Source: an optimization exercise on an open RTL-to-GDS flow (aim: small area and a short achievable clock period). Production flows keep margins and buffers that such runs may drop. The RTL was checked by simulation tests, not by an equivalence proof against the original design. Power is estimated from default activity; no workload was simulated.

## run.sh

```bash
#!/bin/bash
# synth_recipe.tcl (not shown) runs the flow's synth.tcl, then flattens the netlist and writes it again
# the make line also repeats each setting of config.mk as NAME=value (left out here)
make -C /OpenROAD-flow-scripts/flow DESIGN_CONFIG=/design/flow/config.mk WORK_HOME=/design/flow/orfs CLKGATE_MAP_FILE= SYNTH_SCRIPT=/design/flow/synth_recipe.tcl finish
```

## config.mk

```make
export PLATFORM = sky130hd
export DESIGN_NAME = rx_queue_map_top
export DESIGN_NICKNAME = rx_queue_map_top
export VERILOG_FILES = /design/flow/design.v
export SDC_FILE = /design/flow/constraint.sdc
export NUM_CORES = 4
export LEC_CHECK = 0
export CAP_MARGIN = 20
export CORE_MARGIN = 2
export CORE_UTILIZATION = 45
export PLACE_DENSITY = 0.6
export SLEW_MARGIN = 20
```

## constraint.sdc

```tcl
create_clock -name core_clock -period 6.0 [get_ports {clk}]
set_input_delay 1.2000 -clock core_clock [delete_from_list [all_inputs] [get_ports {clk}]]
set_output_delay 1.2000 -clock core_clock [all_outputs]
set_load 0.01 [all_outputs]
```

## design.v

```verilog
`resetall
`timescale 1ns / 1ps
`default_nettype none
module mqnic_rx_queue_map #
(
    parameter PORTS = 1,
    parameter QUEUE_INDEX_WIDTH = 10,
    parameter INDIR_TBL_ADDR_WIDTH = QUEUE_INDEX_WIDTH > 8 ? 8 : QUEUE_INDEX_WIDTH,
    parameter ID_WIDTH = $clog2(PORTS),
    parameter DEST_WIDTH = QUEUE_INDEX_WIDTH+1,
    parameter HASH_WIDTH = 32,
    parameter TAG_WIDTH = 8,
    parameter REG_ADDR_WIDTH = $clog2(16 + PORTS*16),
    parameter REG_DATA_WIDTH = 32,
    parameter REG_STRB_WIDTH = (REG_DATA_WIDTH/8),
    parameter RB_BASE_ADDR = 0,
    parameter RB_NEXT_PTR = 0,
    parameter AXIL_DATA_WIDTH = 32,
    parameter AXIL_ADDR_WIDTH = $clog2(PORTS)+INDIR_TBL_ADDR_WIDTH+2,
    parameter AXIL_STRB_WIDTH = (AXIL_DATA_WIDTH/8),
    parameter AXIL_BASE_ADDR = 0
)
(
    input  wire                          clk,
    input  wire                          rst,
    input  wire [REG_ADDR_WIDTH-1:0]     reg_wr_addr,
    input  wire [REG_DATA_WIDTH-1:0]     reg_wr_data,
    input  wire [REG_STRB_WIDTH-1:0]     reg_wr_strb,
    input  wire                          reg_wr_en,
    output wire                          reg_wr_wait,
    output wire                          reg_wr_ack,
    input  wire [REG_ADDR_WIDTH-1:0]     reg_rd_addr,
    input  wire                          reg_rd_en,
    output wire [REG_DATA_WIDTH-1:0]     reg_rd_data,
    output wire                          reg_rd_wait,
    output wire                          reg_rd_ack,
    input  wire [AXIL_ADDR_WIDTH-1:0]    s_axil_awaddr,
    input  wire [2:0]                    s_axil_awprot,
    input  wire                          s_axil_awvalid,
    output wire                          s_axil_awready,
    input  wire [AXIL_DATA_WIDTH-1:0]    s_axil_wdata,
    input  wire [AXIL_STRB_WIDTH-1:0]    s_axil_wstrb,
    input  wire                          s_axil_wvalid,
    output wire                          s_axil_wready,
    output wire [1:0]                    s_axil_bresp,
    output wire                          s_axil_bvalid,
    input  wire                          s_axil_bready,
    input  wire [AXIL_ADDR_WIDTH-1:0]    s_axil_araddr,
    input  wire [2:0]                    s_axil_arprot,
    input  wire                          s_axil_arvalid,
    output wire                          s_axil_arready,
    output wire [AXIL_DATA_WIDTH-1:0]    s_axil_rdata,
    output wire [1:0]                    s_axil_rresp,
    output wire                          s_axil_rvalid,
    input  wire                          s_axil_rready,
    input  wire [ID_WIDTH-1:0]           req_id,
    input  wire [DEST_WIDTH-1:0]         req_dest,
    input  wire [HASH_WIDTH-1:0]         req_hash,
    input  wire [TAG_WIDTH-1:0]          req_tag,
    input  wire                          req_valid,
    output wire [QUEUE_INDEX_WIDTH-1:0]  resp_queue,
    output wire [TAG_WIDTH-1:0]          resp_tag,
    output wire                          resp_valid
);
localparam CL_PORTS = $clog2(PORTS);
localparam FULL_TABLE_ADDR_WIDTH = CL_PORTS+INDIR_TBL_ADDR_WIDTH;
localparam RBB = RB_BASE_ADDR & {REG_ADDR_WIDTH{1'b1}};
reg [AXIL_DATA_WIDTH-1:0] indir_tbl_mem[(2**FULL_TABLE_ADDR_WIDTH)-1:0];
reg reg_wr_ack_reg;
reg [REG_DATA_WIDTH-1:0] reg_rd_data_reg;
reg reg_rd_ack_reg;
reg [QUEUE_INDEX_WIDTH-1:0] offset_reg[PORTS-1:0];
reg [PORTS-1:0] app_direct_en_reg;
reg [QUEUE_INDEX_WIDTH-1:0] hash_mask_reg[PORTS-1:0];
reg [QUEUE_INDEX_WIDTH-1:0] app_mask_reg[PORTS-1:0];
reg [FULL_TABLE_ADDR_WIDTH-1:0] indir_tbl_index_reg;
reg [QUEUE_INDEX_WIDTH-1:0] indir_tbl_queue_reg;
reg [DEST_WIDTH-1:0] req_dest_d1_reg, req_dest_d2_reg;
reg [TAG_WIDTH-1:0] req_tag_d1_reg, req_tag_d2_reg;
reg req_valid_d1_reg, req_valid_d2_reg;
reg [QUEUE_INDEX_WIDTH-1:0] resp_queue_reg;
reg [TAG_WIDTH-1:0] resp_tag_reg;
reg resp_valid_reg;
assign reg_wr_wait = 1'b0;
assign reg_wr_ack = reg_wr_ack_reg;
assign reg_rd_data = reg_rd_data_reg;
assign reg_rd_wait = 1'b0;
assign reg_rd_ack = reg_rd_ack_reg;
assign resp_queue = resp_queue_reg;
assign resp_tag = resp_tag_reg;
assign resp_valid = resp_valid_reg;
integer k;
always @(posedge clk) begin
    reg_wr_ack_reg <= 1'b0;
    reg_rd_data_reg <= 0;
    reg_rd_ack_reg <= 1'b0;
    if (reg_wr_en && !reg_wr_ack_reg) begin
        reg_wr_ack_reg <= 1'b0;
        for (k = 0; k < PORTS; k = k + 1) begin
            if ({reg_wr_addr >> 2, 2'b00} == RBB+7'h14 + k*16) begin
                hash_mask_reg[k] <= reg_wr_data;
                reg_wr_ack_reg <= 1'b1;
            end
            if ({reg_wr_addr >> 2, 2'b00} == RBB+7'h18 + k*16) begin
                app_mask_reg[k] <= reg_wr_data[30:0];
                app_direct_en_reg[k] <= reg_wr_data[31];
                reg_wr_ack_reg <= 1'b1;
            end
        end
    end
    if (reg_rd_en && !reg_rd_ack_reg) begin
        reg_rd_ack_reg <= 1'b1;
        case ({reg_rd_addr >> 2, 2'b00})
            RBB+7'h00: reg_rd_data_reg <= 32'h0000C090;   
            RBB+7'h04: reg_rd_data_reg <= 32'h00000200;   
            RBB+7'h08: reg_rd_data_reg <= RB_NEXT_PTR;    
            RBB+7'h0C: begin
                reg_rd_data_reg[7:0]  <= PORTS;
                reg_rd_data_reg[15:8] <= INDIR_TBL_ADDR_WIDTH;
            end
            default: reg_rd_ack_reg <= 1'b0;
        endcase
        for (k = 0; k < PORTS; k = k + 1) begin
            if ({reg_rd_addr >> 2, 2'b00} == RBB+7'h10 + k*16) begin
                reg_rd_data_reg <= AXIL_BASE_ADDR + 2**(INDIR_TBL_ADDR_WIDTH+2)*k;
                reg_rd_ack_reg <= 1'b1;
            end
            if ({reg_rd_addr >> 2, 2'b00} == RBB+7'h14 + k*16) begin
                reg_rd_data_reg <= hash_mask_reg[k];
                reg_rd_ack_reg <= 1'b1;
            end
            if ({reg_rd_addr >> 2, 2'b00} == RBB+7'h18 + k*16) begin
                reg_rd_data_reg[30:0] <= app_mask_reg[k];
                reg_rd_data_reg[31] <= app_direct_en_reg[k];
                reg_rd_ack_reg <= 1'b1;
            end
        end
    end
    indir_tbl_index_reg[INDIR_TBL_ADDR_WIDTH-1:0] <= (req_dest & app_mask_reg[req_id]) + (req_hash & hash_mask_reg[req_id]);
    if (PORTS > 1) begin
        indir_tbl_index_reg[FULL_TABLE_ADDR_WIDTH-1:INDIR_TBL_ADDR_WIDTH] <= req_id;
    end
    req_dest_d1_reg <= req_dest;
    req_dest_d1_reg[DEST_WIDTH-1] <= req_dest[DEST_WIDTH-1] & app_direct_en_reg[req_id];
    req_tag_d1_reg <= req_tag;
    req_valid_d1_reg <= req_valid;
    indir_tbl_queue_reg <= indir_tbl_mem[indir_tbl_index_reg];
    req_dest_d2_reg <= req_dest_d1_reg;
    req_tag_d2_reg <= req_tag_d1_reg;
    req_valid_d2_reg <= req_valid_d1_reg;
    if (req_dest_d2_reg[DEST_WIDTH-1]) begin
        resp_queue_reg <= req_dest_d2_reg;
    end else begin
        resp_queue_reg <= indir_tbl_queue_reg;
    end
    resp_tag_reg <= req_tag_d2_reg;
    resp_valid_reg <= req_valid_d2_reg;
    if (rst) begin
        reg_wr_ack_reg <= 1'b0;
        reg_rd_ack_reg <= 1'b0;
        app_direct_en_reg <= 0;
        for (k = 0; k < PORTS; k = k + 1) begin
            offset_reg[k] <= 0;
            hash_mask_reg[k] <= 0;
            app_mask_reg[k] <= 0;
        end
        req_valid_d1_reg <= 1'b0;
        req_valid_d2_reg <= 1'b0;
        resp_valid_reg <= 1'b0;
    end
end
reg read_eligible;
reg write_eligible;
reg mem_wr_en;
reg mem_rd_en;
reg last_read_reg, last_read_next;
reg s_axil_awready_reg, s_axil_awready_next;
reg s_axil_wready_reg, s_axil_wready_next;
reg s_axil_bvalid_reg, s_axil_bvalid_next;
reg s_axil_arready_reg, s_axil_arready_next;
reg [AXIL_DATA_WIDTH-1:0] s_axil_rdata_reg, s_axil_rdata_next;
reg s_axil_rvalid_reg, s_axil_rvalid_next;
reg [AXIL_DATA_WIDTH-1:0] s_axil_rdata_pipe_reg;
reg s_axil_rvalid_pipe_reg;
wire [FULL_TABLE_ADDR_WIDTH-1:0] s_axil_awaddr_valid = s_axil_awaddr >> 2;
wire [FULL_TABLE_ADDR_WIDTH-1:0] s_axil_araddr_valid = s_axil_araddr >> 2;
assign s_axil_awready = s_axil_awready_reg;
assign s_axil_wready = s_axil_wready_reg;
assign s_axil_bresp = 2'b00;
assign s_axil_bvalid = s_axil_bvalid_reg;
assign s_axil_arready = s_axil_arready_reg;
assign s_axil_rdata = s_axil_rdata_pipe_reg;
assign s_axil_rresp = 2'b00;
assign s_axil_rvalid = s_axil_rvalid_pipe_reg;
always @* begin
    mem_wr_en = 1'b0;
    mem_rd_en = 1'b0;
    last_read_next = last_read_reg;
    s_axil_awready_next = 1'b0;
    s_axil_wready_next = 1'b0;
    s_axil_bvalid_next = s_axil_bvalid_reg && !s_axil_bready;
    s_axil_arready_next = 1'b0;
    s_axil_rvalid_next = s_axil_rvalid_reg && !(s_axil_rready || !s_axil_rvalid_pipe_reg);
    write_eligible = s_axil_awvalid && s_axil_wvalid && (!s_axil_bvalid || s_axil_bready) && (!s_axil_awready && !s_axil_wready);
    read_eligible = s_axil_arvalid && (!s_axil_rvalid || s_axil_rready || !s_axil_rvalid_pipe_reg) && (!s_axil_arready);
    if (write_eligible && (!read_eligible || last_read_reg)) begin
        last_read_next = 1'b0;
        s_axil_awready_next = 1'b1;
        s_axil_wready_next = 1'b1;
        s_axil_bvalid_next = 1'b1;
        mem_wr_en = 1'b1;
    end else if (read_eligible) begin
        last_read_next = 1'b1;
        s_axil_arready_next = 1'b1;
        s_axil_rvalid_next = 1'b1;
        mem_rd_en = 1'b1;
    end
end
always @(posedge clk) begin
    last_read_reg <= last_read_next;
    s_axil_awready_reg <= s_axil_awready_next;
    s_axil_wready_reg <= s_axil_wready_next;
    s_axil_bvalid_reg <= s_axil_bvalid_next;
    s_axil_arready_reg <= s_axil_arready_next;
    s_axil_rvalid_reg <= s_axil_rvalid_next;
    if (mem_rd_en) begin
        s_axil_rdata_reg <= indir_tbl_mem[s_axil_araddr_valid];
    end else begin
        if (mem_wr_en) begin
            indir_tbl_mem[s_axil_awaddr_valid] <= s_axil_wdata;
        end
    end
    if (!s_axil_rvalid_pipe_reg || s_axil_rready) begin
        s_axil_rdata_pipe_reg <= s_axil_rdata_reg;
        s_axil_rvalid_pipe_reg <= s_axil_rvalid_reg;
    end
    if (rst) begin
        last_read_reg <= 1'b0;
        s_axil_awready_reg <= 1'b0;
        s_axil_wready_reg <= 1'b0;
        s_axil_bvalid_reg <= 1'b0;
        s_axil_arready_reg <= 1'b0;
        s_axil_rvalid_reg <= 1'b0;
        s_axil_rvalid_pipe_reg <= 1'b0;
    end
end
endmodule
`resetall
`timescale 1ns / 1ps
module rx_queue_map_top (
    input  wire        clk,
    input  wire        rst,
    input  wire [5:0]  reg_wr_addr,
    input  wire [31:0] reg_wr_data,
    input  wire [3:0]  reg_wr_strb,
    input  wire        reg_wr_en,
    output wire        reg_wr_wait,
    output wire        reg_wr_ack,
    input  wire [5:0]  reg_rd_addr,
    input  wire        reg_rd_en,
    output wire [31:0] reg_rd_data,
    output wire        reg_rd_wait,
    output wire        reg_rd_ack,
    input  wire [6:0]  s_axil_awaddr,
    input  wire [2:0]  s_axil_awprot,
    input  wire        s_axil_awvalid,
    output wire        s_axil_awready,
    input  wire [31:0] s_axil_wdata,
    input  wire [3:0]  s_axil_wstrb,
    input  wire        s_axil_wvalid,
    output wire        s_axil_wready,
    output wire [1:0]  s_axil_bresp,
    output wire        s_axil_bvalid,
    input  wire        s_axil_bready,
    input  wire [6:0]  s_axil_araddr,
    input  wire [2:0]  s_axil_arprot,
    input  wire        s_axil_arvalid,
    output wire        s_axil_arready,
    output wire [31:0] s_axil_rdata,
    output wire [1:0]  s_axil_rresp,
    output wire        s_axil_rvalid,
    input  wire        s_axil_rready,
    input  wire [0:0]  req_id,
    input  wire [8:0]  req_dest,
    input  wire [31:0] req_hash,
    input  wire [7:0]  req_tag,
    input  wire        req_valid,
    output wire [7:0]  resp_queue,
    output wire [7:0]  resp_tag,
    output wire        resp_valid
);
mqnic_rx_queue_map #(
    .PORTS(2),
    .QUEUE_INDEX_WIDTH(8),
    .INDIR_TBL_ADDR_WIDTH(4),
    .ID_WIDTH(1),
    .DEST_WIDTH(9),
    .HASH_WIDTH(32),
    .TAG_WIDTH(8),
    .REG_ADDR_WIDTH(6),
    .REG_DATA_WIDTH(32),
    .REG_STRB_WIDTH(4),
    .RB_BASE_ADDR(0),
    .RB_NEXT_PTR(32'h100),
    .AXIL_DATA_WIDTH(32),
    .AXIL_ADDR_WIDTH(7),
    .AXIL_STRB_WIDTH(4),
    .AXIL_BASE_ADDR(32'h1000)
)
mqnic_rx_queue_map_inst (
    .clk(clk), .rst(rst),
    .reg_wr_addr(reg_wr_addr), .reg_wr_data(reg_wr_data), .reg_wr_strb(reg_wr_strb),
    .reg_wr_en(reg_wr_en), .reg_wr_wait(reg_wr_wait), .reg_wr_ack(reg_wr_ack),
    .reg_rd_addr(reg_rd_addr), .reg_rd_en(reg_rd_en), .reg_rd_data(reg_rd_data),
    .reg_rd_wait(reg_rd_wait), .reg_rd_ack(reg_rd_ack),
    .s_axil_awaddr(s_axil_awaddr), .s_axil_awprot(s_axil_awprot), .s_axil_awvalid(s_axil_awvalid),
    .s_axil_awready(s_axil_awready), .s_axil_wdata(s_axil_wdata), .s_axil_wstrb(s_axil_wstrb),
    .s_axil_wvalid(s_axil_wvalid), .s_axil_wready(s_axil_wready), .s_axil_bresp(s_axil_bresp),
    .s_axil_bvalid(s_axil_bvalid), .s_axil_bready(s_axil_bready),
    .s_axil_araddr(s_axil_araddr), .s_axil_arprot(s_axil_arprot), .s_axil_arvalid(s_axil_arvalid),
    .s_axil_arready(s_axil_arready), .s_axil_rdata(s_axil_rdata), .s_axil_rresp(s_axil_rresp),
    .s_axil_rvalid(s_axil_rvalid), .s_axil_rready(s_axil_rready),
    .req_id(req_id), .req_dest(req_dest), .req_hash(req_hash), .req_tag(req_tag), .req_valid(req_valid),
    .resp_queue(resp_queue), .resp_tag(resp_tag), .resp_valid(resp_valid)
);
endmodule
```

==> summary.txt <==
## where the power goes
| group | switching, uW | internal (uW) | leakage (uW) |
|---|---|---|---|
| sequential | 40.9 | 9290 | 0.0109 |
| clock | 3130 | 4170 | 0.00190 |
| combinational | 583 | 358 | 0.00649 |
| total | 3750 | 13800 | 0.0193 |
## metrics by stage
step	setup slack, ns	hold slack [ns]	power [uW]
4_1_cts	2.11	0.326	17700
2_1_floorplan	1.51	0.310	9980
5_1_grt	2.09	0.336	18100
6_report	2.14	0.324	17600
3_5_place_dp	1.38	0.312	10500
3_3_place_gp	1.44	0.310	10400
## area by class of cell
class,instances,area (um2),area share [%]
flip-flops and latches,1210,35100,63.6
multi-input cells,1388,12000,21.6
clock buffers,162,3390,6.14
repair buffers,248,2530,4.59
well taps,1391,1740,3.15
clock inverters,63,482,0.872
inverters,2,7.51,0.0136
diodes,1,2.50,0.00453
## worst max path at each step
stage | start | end | slack (ns) | cells after the start
floorplan | s_axil_rready | mqnic_rx_queue_map_inst.indir_tbl_mem[12][0]$_DFFE_PP_ | 1.51 | 7
finish | s_axil_rready | mqnic_rx_queue_map_inst.indir_tbl_mem[1][22]$_DFFE_PP_ | 2.14 | 8
detailed placement | s_axil_bready | mqnic_rx_queue_map_inst.indir_tbl_mem[20][10]$_DFFE_PP_ | 1.38 | 7
global placement | s_axil_bready | mqnic_rx_queue_map_inst.indir_tbl_mem[20][9]$_DFFE_PP_ | 1.44 | 7
global route | s_axil_rready | mqnic_rx_queue_map_inst.indir_tbl_mem[1][12]$_DFFE_PP_ | 2.09 | 8
CTS | s_axil_bready | mqnic_rx_queue_map_inst.indir_tbl_mem[20][9]$_DFFE_PP_ | 2.11 | 7
## routing by layer
metal | GRT usage, % | wire (um) | up-vias
met3 | 3.47 | 8340 | 196
met2 | 34.7 | 56600 | 1004
li1 | - | - | 11300
met5 | 0 | 21 | -
met1 | 31.5 | 52100 | 13500
met4 | 6.79 | 2990 | 4
## worst max-delay path: cells and delay by family
kind / cells / cell delay, ns
compound gates: 1 / 0.18
simple gates: 4 / 1.78
buf+inv: 3 / 1.01
## layout by cell type, fill, tap and decap left out, types with 5 or more instances in the layout
master	n
mux2i_1	553
a22oi_1	97
nand2_1	109
clkinv_2	18
dfxtp_1	119
mux2_2	18
bufinv_16	5
clkdlybuf4s50_1	143
nor3_1	38
nor2_4	33
nand2b_1	7
conb_1	23
nand3b_1	6
clkbuf_8	7
buf_2	17
buf_4	61
buf_12	23
a22o_1	68
nor2_1	53
nor2b_1	19
clkbuf_16	127
a31oi_1	33
clkinv_1	25
mux4_2	80
inv_6	5
nand3_1	101
a21oi_1	106
clkbuf_1	25
edfxtp_1	1088
## logic make-up (layout without fill, tap and decap cells)
| group | count (synthesis) | count (layout) | share of synthesized area [%] |
|---|---|---|---|
| muxes | 651 | 651 | 15.8 |
| buffers and inverters | 185 | 475 | 1.84 |
| other | 1 | 24 | 0.00788 |
| DFF | 1210 | 1210 | 73.8 |
| xor gates and xnor gates | 4 | 4 | 0.0736 |
| adders and majority gates | 4 | 4 | 0.121 |
| AOI/OAI and AO/OA | 323 | 323 | 4.64 |
| and+or+nand+nor | 383 | 383 | 3.69 |
==> summary.txt <==
Floorplan
  • Row count: 119
  • CORE AREA: 0.105 mm2
  • Die area: 0.108 mm2
  • Initial core utilization: 45.3%
  • Die height: between 300 and 400 um
  • Die width: 329 um
  • Ports: 258

Place
  • DP Cell Count: around 4.2k
  • # port buffers: about 160
  • Placed instance area: 0.0514 mm2
  • HPWL after DPL: around 69 mm
  • Routability cong.: 0.805

Timing
  • RSZ-0062 raised after global routing: no
  • Worst Tran Pin Value: between 1 and 1.5 ns
  • Setup TNS: 0 ns
  • Max Fclk: between 200 and 300 MHz
  • Final-report max-slew violation count: 0
  • Max_slew headroom: about 28%
  • Final hold vios: 0
  • Final Setup Violations: 0
  • Minimum clock period: ~3.9 ns
  • Fin crit share: 64.3%
  • Final clock skew: ~0.031 ns

Worst setup path
  • Crit path cell chain: clkdlybuf4s50_1 -> nor2b_1 -> inv_2 -> nand3b_1 -> o21a_1 -> nand3b_1 -> nor2_4 -> buf_4
  • Slowest cell delay on critical path: ~0.75 ns
  • Data arrival time of the worst path: 4.20 ns
  • Most frequent CP cell: nand3b_1
  • RR Endpoint: mqnic_rx_queue_map_inst.indir_tbl_mem[1][22]$_DFFE_PP_
  • CP Capture Type: flop
  • Crit path launch type: primary input
  • Slowest CP cell: nor2_4
  • Setup slack, reg-to-reg: 2.70 ns
  • Worst Reg-to-Reg Cells: 7
  • Worst Path Max Fanout: 24
  • Worst Path Required: between 6 and 7 ns
  • Kind of critical path: in2reg
  • Reg2reg start: mqnic_rx_queue_map_inst.s_axil_rvalid_pipe_reg$_SDFFE_PP0P_

Synthesis
  • Share of the synthesized area in the top cell type: 68.7%
  • Synth top area cells: edfxtp_1 69%, mux2i_1 12%, dfxtp_1 5.1%, mux4_2 3.8%, a22oi_1 1.5%
  • Synth top cells by count: 1088 x edfxtp_1, 553 x mux2i_1, 122 x dfxtp_1
  • Cell variety after synth: 42
  • Area leader, netlist: edfxtp_1
  • Sequential-to-total area share from yosys stat: 73.8%
  • Yosys warns: 4
  • Mean post-synth cell area: between 15 and 20 um2
  • Post-synth EDFFs: 1088
  • Asr flop ratio synth: 0%
  • Synthesized flop and latch total: 1210
  • Synthesized cell area: 0.0476 mm2
  • Most common cell in the synthesized netlist: edfxtp_1
  • Post-synthesis cell count: around 2.8k
  • Ys flop type: edfxtp_1

GRT
  • Initial antenna violation count: 3
  • Total congestion overflow: 0
  • Global-route wire length before repair: 174 mm
  • Number of global-route vias before repair: 26.1k
  • GRT Util Overall: 22.0%
  • Pin count of the biggest net entering global routing: 105

Min path
  • Worst Hold Path Cells: 0
  • Min-delay src: mqnic_rx_queue_map_inst.req_tag_d2_reg[0]$_DFF_P_
  • WHS Endpoint: mqnic_rx_queue_map_inst.resp_tag_reg[0]$_DFF_P_
  • Hold Path Class: reg2reg

Finish
  • Final net count: 3139
  • Share of layout cells above drive strength 1: between 10 and 15%
  • Utilization of the core after routing: 52.5%
  • Max reg flops: 1024
  • Fillers: 8407
  • Fin area: 0.0552 mm2
  • Syn-to-layout area delta: 16.1%
  • Post-route insts no fill: ~4.5k

Clock network
  • Clock slew at reported path FFs: 0.06 ns
  • Post-CTS sizing: 0
  • Setup Buffers After CTS: 0
  • CTS Hold Bufs: 0
  • CTS tree: done
  • Clock Path Buffers: 3
  • Clock root buffer master: clkbuf_16
  • H-tree depth: 3
  • CTS Buf Count: 121
  • Clock sinks: 1210
  • Clock Latency Late Sink: 0.71 ns

Power and ir drop
  • VDD IR-drop max: 0.000242 V
  • PD cells: approximately 320 mW/mm2
  • Static leakage: 0.0193 uW

Detailed routing
  • Vias: 26.0k
  • DRT Pass-1 Iters: 6
  • Routed Antenna Nets: 0
  • Drt via density: 5.83
  • Initial DRC count: around 2.5k
  • DRT Wirelength: 120 mm
  • Wire length per cell: 26.9 um
  • DR DRC count: 0

Run status
  • Status: finished clean

Run
  • MaxCap Viol Count: 0

==> re-timing with driven ports <==
The results above use ideal ports. As a check the final layout listed here was re-extracted and re-timed, cells and wires unchanged. Step 1 (the two cells are an assumption about what drives the block):
set clk [get_ports {clk}]
set_driving_cell -lib_cell sky130_fd_sc_hd__clkbuf_16 $clk
set_driving_cell -lib_cell sky130_fd_sc_hd__buf_2 [delete_from_list [all_inputs] $clk]
Step 2, shift: input delay + t, output delay - t, t = (earliest + latest rising clock arrival at the registers) / 2. This alone moves slack from input paths to output paths. a / b / c = ideal / step 1 / step 2; a / b = the first two.
t (ns): 0.771
setup slack, ns: 2.143 / 2.186 / 1.415
hold slack, ns: 0.324 / 0.324 / 0.324
After both steps this run still meets setup and hold. The setup slack of this run moves by +0.043 ns with the drivers and by -0.728 ns with both steps.
